What follows belongs to an exercise in optimizing a design on an open flow for small area and a short achievable clock period; a production flow would make more cautious choices. Only simulation tests tie the RTL to the original design; equivalence was not proved. Power is estimated from default activity; no workload was simulated.

==> flow/design.v, too long to show whole: its modules and the start of the top module <==
// module mkbitmanip: 177 lines
// module bm_pu: 138 lines
// module bm_pu_cell: 8 lines
// module bm_shf: 18 lines
// module bm_cnt: 36 lines
// module bm_pfx: 408 lines
// module bm_pop32: 65 lines
// module bm_crc: 399 lines
// module bm_clm: 936 lines
// module bm_add: 96 lines
// module bitmanip_pipe: 44 lines
module bitmanip_pipe(CLK,
                     RST_N,
                     mav_putvalue_instr,
                     mav_putvalue_src1,
                     mav_putvalue_src2,
                     mav_putvalue_src3,
                     EN_mav_putvalue,
                     mav_putvalue,
                     RDY_mav_putvalue,
                     mv_scopbusy,
                     RDY_mv_scopbusy);
  // ...
==> flow/run.sh <==
#!/bin/bash
# synth_recipe.tcl (not shown) runs the flow's synth.tcl, then flattens the netlist and writes it again
# the make line also repeats each setting of config.mk as NAME=value (left out here)
make -C /OpenROAD-flow-scripts/flow DESIGN_CONFIG=/design/flow/config.mk WORK_HOME=/design/flow/orfs CLKGATE_MAP_FILE= SYNTH_SCRIPT=/design/flow/synth_recipe.tcl finish
==> flow/config.mk <==
export PLATFORM = sky130hd
export DESIGN_NAME = bitmanip_pipe
export DESIGN_NICKNAME = bitmanip_pipe
export VERILOG_FILES = /design/flow/design.v
export SDC_FILE = /design/flow/constraint.sdc
export NUM_CORES = 8
export LEC_CHECK = 0
export ABC_AREA = 1
export CAP_MARGIN = 20
export CORE_MARGIN = 2
export CORE_UTILIZATION = 40
export SETUP_SLACK_MARGIN = 5
export SLEW_MARGIN = 20
export TNS_END_PERCENT = 10
==> flow/constraint.sdc <==
create_clock -name core_clock -period 26.0 [get_ports {CLK}]
set_input_delay 5.2000 -clock core_clock [delete_from_list [all_inputs] [get_ports {CLK}]]
set_output_delay 5.2000 -clock core_clock [all_outputs]
set_load 0.01 [all_outputs]
==> flow_summary.toml, run 1 <==
[yosys]
yosys.area_share.simple_pct = 34.0
synth_fa_ha_area_share_pct = 8.18
synthMuxAreaShare_pct = 0.145
synth_edf_count = 0
synth_ff_type = "dfxtp_1"
netlist_instances = 6263
synth_xor_xnor_area_share_pct = 24.7

[global_routing]
grt_usage_pct = 47.5
antenna_found_initial = 22
grt_max_degree = 81
grtUsageMet2_pct = 67.5

[worst_setup_path]
cpMaxStageDelayCell = "clkinv_1"
startpoint = "mav_putvalue_instr[14]"
critPathBufInv = 8
max_stage_delay_ns = 0.89
path_delay_family = "compound AO/OA/AOI/OAI gates"
arrival_ns = 15.81
setup.worst_path.end = "result_q[6]"
required_ns = 26.20

[drt]
finalWirelength_um = 220000
dr.pass1.iters = 8
route.met3.wl_um = 29600

[power_and_ir_drop]
largestPowerGroup = "combinational logic"
seqPwrFrac_pct = 2.9

[finish]
multiInputGateArea_sq_mm = 0.0307
final_cell_area_sq_mm = 0.0378
comb.multi_input.count = 5366
nonClkBufAreaFrac_pct = 7.77
sh_seq_area_pct = 1.75
n_all_inverters = 502
fin_cells = 7411
drive_above_1_share_pct = 5.42

[worst_hold_path]
hold_class = "in2reg"
hold_start = "mav_putvalue_instr[4]"

[cts]
cts_tree = "done"
numCtsBuffers = 5

[sta]
final-setup-viol-count = 0
slew_headroom_pct = 18.8
setup_tns_ns = 0

[floorplanning]
dieArea_sq_mm = 0.0887
coreArea_sq_mm = 0.0854

[placed_design]
place_inst = 7387

[run_status]
status = "timing/DRC/antenna clean"
==> run 2, diff against run 1 <==
--- a/flow/config.mk
+++ b/flow/config.mk
@@ -7,3 +7,3 @@
 export LEC_CHECK = 0
-export ABC_AREA = 1
+export ABC_AREA = 0
 export CAP_MARGIN = 20
==> run 2 against run 1 <==
Effect of this change:
- the layout now fails its checks (capacitance limit, slew limit)
- sequential share of layout area shrank 0.11 points
- synthesized cell count fell by 10%
- via count grew 0.73%
- critical endpoint unchanged
- largest cell class unchanged
==> flow_summary.toml, run 2 <==
[run_status]
status = "complete, but fails checks"
so.violations = "capacitance limit, slew limit"

[worst_setup_path]
cpMostUsedCell = "a21oi_1"
critPathCaptureType = "flop"
critical_path.startpoint_type = "primary input"
startpoint = "mav_putvalue_instr[13]"
arrival_ns = 15.59
required_ns = 26.08
max_stage_delay_ns = 0.74
cpMaxStageDelayCell = "o31ai_1"
crit_fanout = 64
path_class = "in2reg"

[sta]
holdWs_ns = 5.47
setup_tns_ns = 0
slew_violations = 1
period_share_pct = 59.6
final-setup-viol-count = 0
slew_headroom_pct = -0.453
max_freq_mhz = 64.5
min_period_ns = 15.51
hold_viol_final = 0
layout_setup_ws_ns = 10.49
rsz0062_at_grt = "no"
worst_pin_slew_ns = 1.49

[cts]
clock_path_buffers = 2
numCtsBuffers = 5
cts-hold-fix-buffers = 0
cts_resized = 0
clkTransAtPathRegs_ns = 0.06
clock-root-buffer = "clkbuf_16"
cts_tree = "done"
post-cts-setup-buffers = 0
cts.sinks = 33
cts_htree_levels = 2

[drt]
postRouteAntennaNets = 0
dr.pass1.iters = 14
drt_first_iter_violations = 7588
finalWirelength_um = 223000
via_per_inst = 6.75
vias = 45900
wl_per_cell_um = 32.9
drcViolationCount = 0

[power_and_ir_drop]
ir_drop_mv = 0.0436
power.density_mw_per_mm2 = 76.0
p_leak_uw = 0.0155

[finish]
drive_above_1_share_pct = 7.91
final_common_cell = "nor2_1"
largest_register_ffs = 33
syn2layout_area_growth_pct = 8.41
top_register = "result_q"
fin_cells = 6791
final_nets = 5863
largestRegisters = "result_q: 33 flops"
most-common-layout-cells = "nor2_1 (855), xnor2_1 (775), nand2_1 (494)"

[floorplanning]
die_h_um = 309
core.rowCount = 111
io_pins = 167
coreArea_sq_mm = 0.0919
dieArea_sq_mm = 0.0956
die_x_um = 309
initial_core_util_pct = 40.5

[worst_hold_path]
hold_start = "mav_putvalue_instr[0]"
hold_class = "in2reg"

[placed_design]
place.gp.congestion = 1.09
dp_slack_ns = 10.80
dp_hpwl_um = 164000
portBuffers = 151
place_inst = 6767

[global_routing]
antenna_found_initial = 16
grt-ovfl-total = 0
grt_max_degree = 79
grt_pass1_vias = 40600
grt_usage_pct = 44.9
grt_pass1_wl_um = 309000

[yosys]
synth_edf_count = 0
async_flop_share_pct = 0
synth_compound_area_share_pct = 29.6
yosys-top-cells-count = "nor2_1 (859), xnor2_1 (775), nand2_1 (496), a21oi_1 (408), o21ai_0 (376)"
ys_types = 124
yosysMostFrequentCell = "nor2_1"
ys_seq_area_share_pct = 1.77
synth_top_cells_by_area = "xnor2_1 (18%), nor2_1 (8.7%), xor2_1 (6.4%)"
yosys.area_share.simple_pct = 20.8
netlist_instances = 5630
netlist_area_sq_mm = 0.0373
synthMuxAreaShare_pct = 7.73
yosys_warnings = 6
synth_xor_xnor_area_share_pct = 25.8
avgSynthCellArea_sq_um = 6.62
synth_fa_ha_area_share_pct = 7.66
synth_top_family_by_area = "compound AO/OA/AOI/OAI gates"
synth_top_area_cell = "xnor2_1"
ys_seq_elements = 33
synth_ff_type = "dfxtp_1"
yosysTopAreaCellShare_pct = 18.2

[run]
maxCapViolations = 1
==> run 2: final cells by class <==
| type | instances | area [sq um] |
|---|---|---|
| clock buffer | 5 | 125 |
| antenna | 12 | 30.0 |
| fill | 9738 | 51600 |
| tap | 1243 | 1560 |
| clock inverter | 3 | 46.3 |
| multi-input combinational | 4962 | 34200 |
| sequential | 33 | 661 |
| timing repair buffer | 374 | 3130 |
| inverter | 159 | 597 |
==> run 2: through the flow <==
stage               area (sq um)  util (%)  power, uW
floorplan                  37300         -       1990
global placement           40100      43.7       2860
detailed placement         40100      43.7       2860
CTS                        40300      43.9       2950
global route               40400      43.9       3190
finish                     40400      43.9       3070
==> run 2: cell families (layout without fill, tap and decap cells) <==
kind of cell | after synthesis | count (layout)
fa+ha+maj | 200 | 200
xor+xnor | 1067 | 1067
other cells | 2 | 15
flops | 33 | 33
mux | 245 | 245
compound gates | 1648 | 1648
simple gates | 1799 | 1799
buf+inv | 636 | 541
==> run 2: path summary, 6_finish.rpt <==
path / end / slack (ns) / cells after the start
worst min-delay path: result_q[0] / 5.47 / 3
worst max-delay path: result_q[6] / 10.49 / 35
==> run 2: power breakdown <==
part / internal (uW) / switching (uW)
registers: 70.7 / 8.16
clock network: 45.3 / 22.7
logic: 1090 / 1830
total: 1210 / 1860
==> run 2: critical path: cells and delay by family <==
kind | cells | cell delay, ns
compound gates | 17 | 5.05
buf+inv | 5 | 2.35
simple gates | 10 | 1.65
fa+ha+maj | 2 | 0.89
mux | 1 | 0.33
==> run 2: per-layer routing <==
layer  track usage, %  share of wire [%]  vias up  wire length [um]
met5            0.859               0.20        -               453
met4             27.0                7.7       22             17300
met3             16.4                 15      875             33700
met2             62.5                 39     3767             86500
met1             58.4                 38    21600             85500
li1                 -                  -    19600                 -

port drivers added, routing unchanged:
Ports are ideal in the flow. The routed layouts listed here were re-timed in OpenROAD. Step 1: set_driving_cell puts a clkbuf_16 on CLK and a buf_2 on each other input, an assumption about the parent block. Step 2, shift: input delay + t, output delay - t, t = (earliest + latest rising clock arrival at the registers) / 2. This alone moves slack from input paths to output paths. a / b / c = ideal ports / drivers / drivers and shift; a / b = the first two.
| run | shift t [ns] | setup WS [ns] | worst register clock-pin slew, ns | worst data-port slew with drivers (ns) |
|---|---|---|---|---|
| run 1 | 0.387 | 10.394 / 10.433 / 10.046 | 0.09 / 0.09 | 0.09 |
| run 2 | 0.317 | 10.492 / 10.495 / 10.178 | 0.06 / 0.06 | 0.07 |
The setup slack of run 1, which loses most, moves by +0.039 ns with the drivers and by -0.348 ns with both steps.
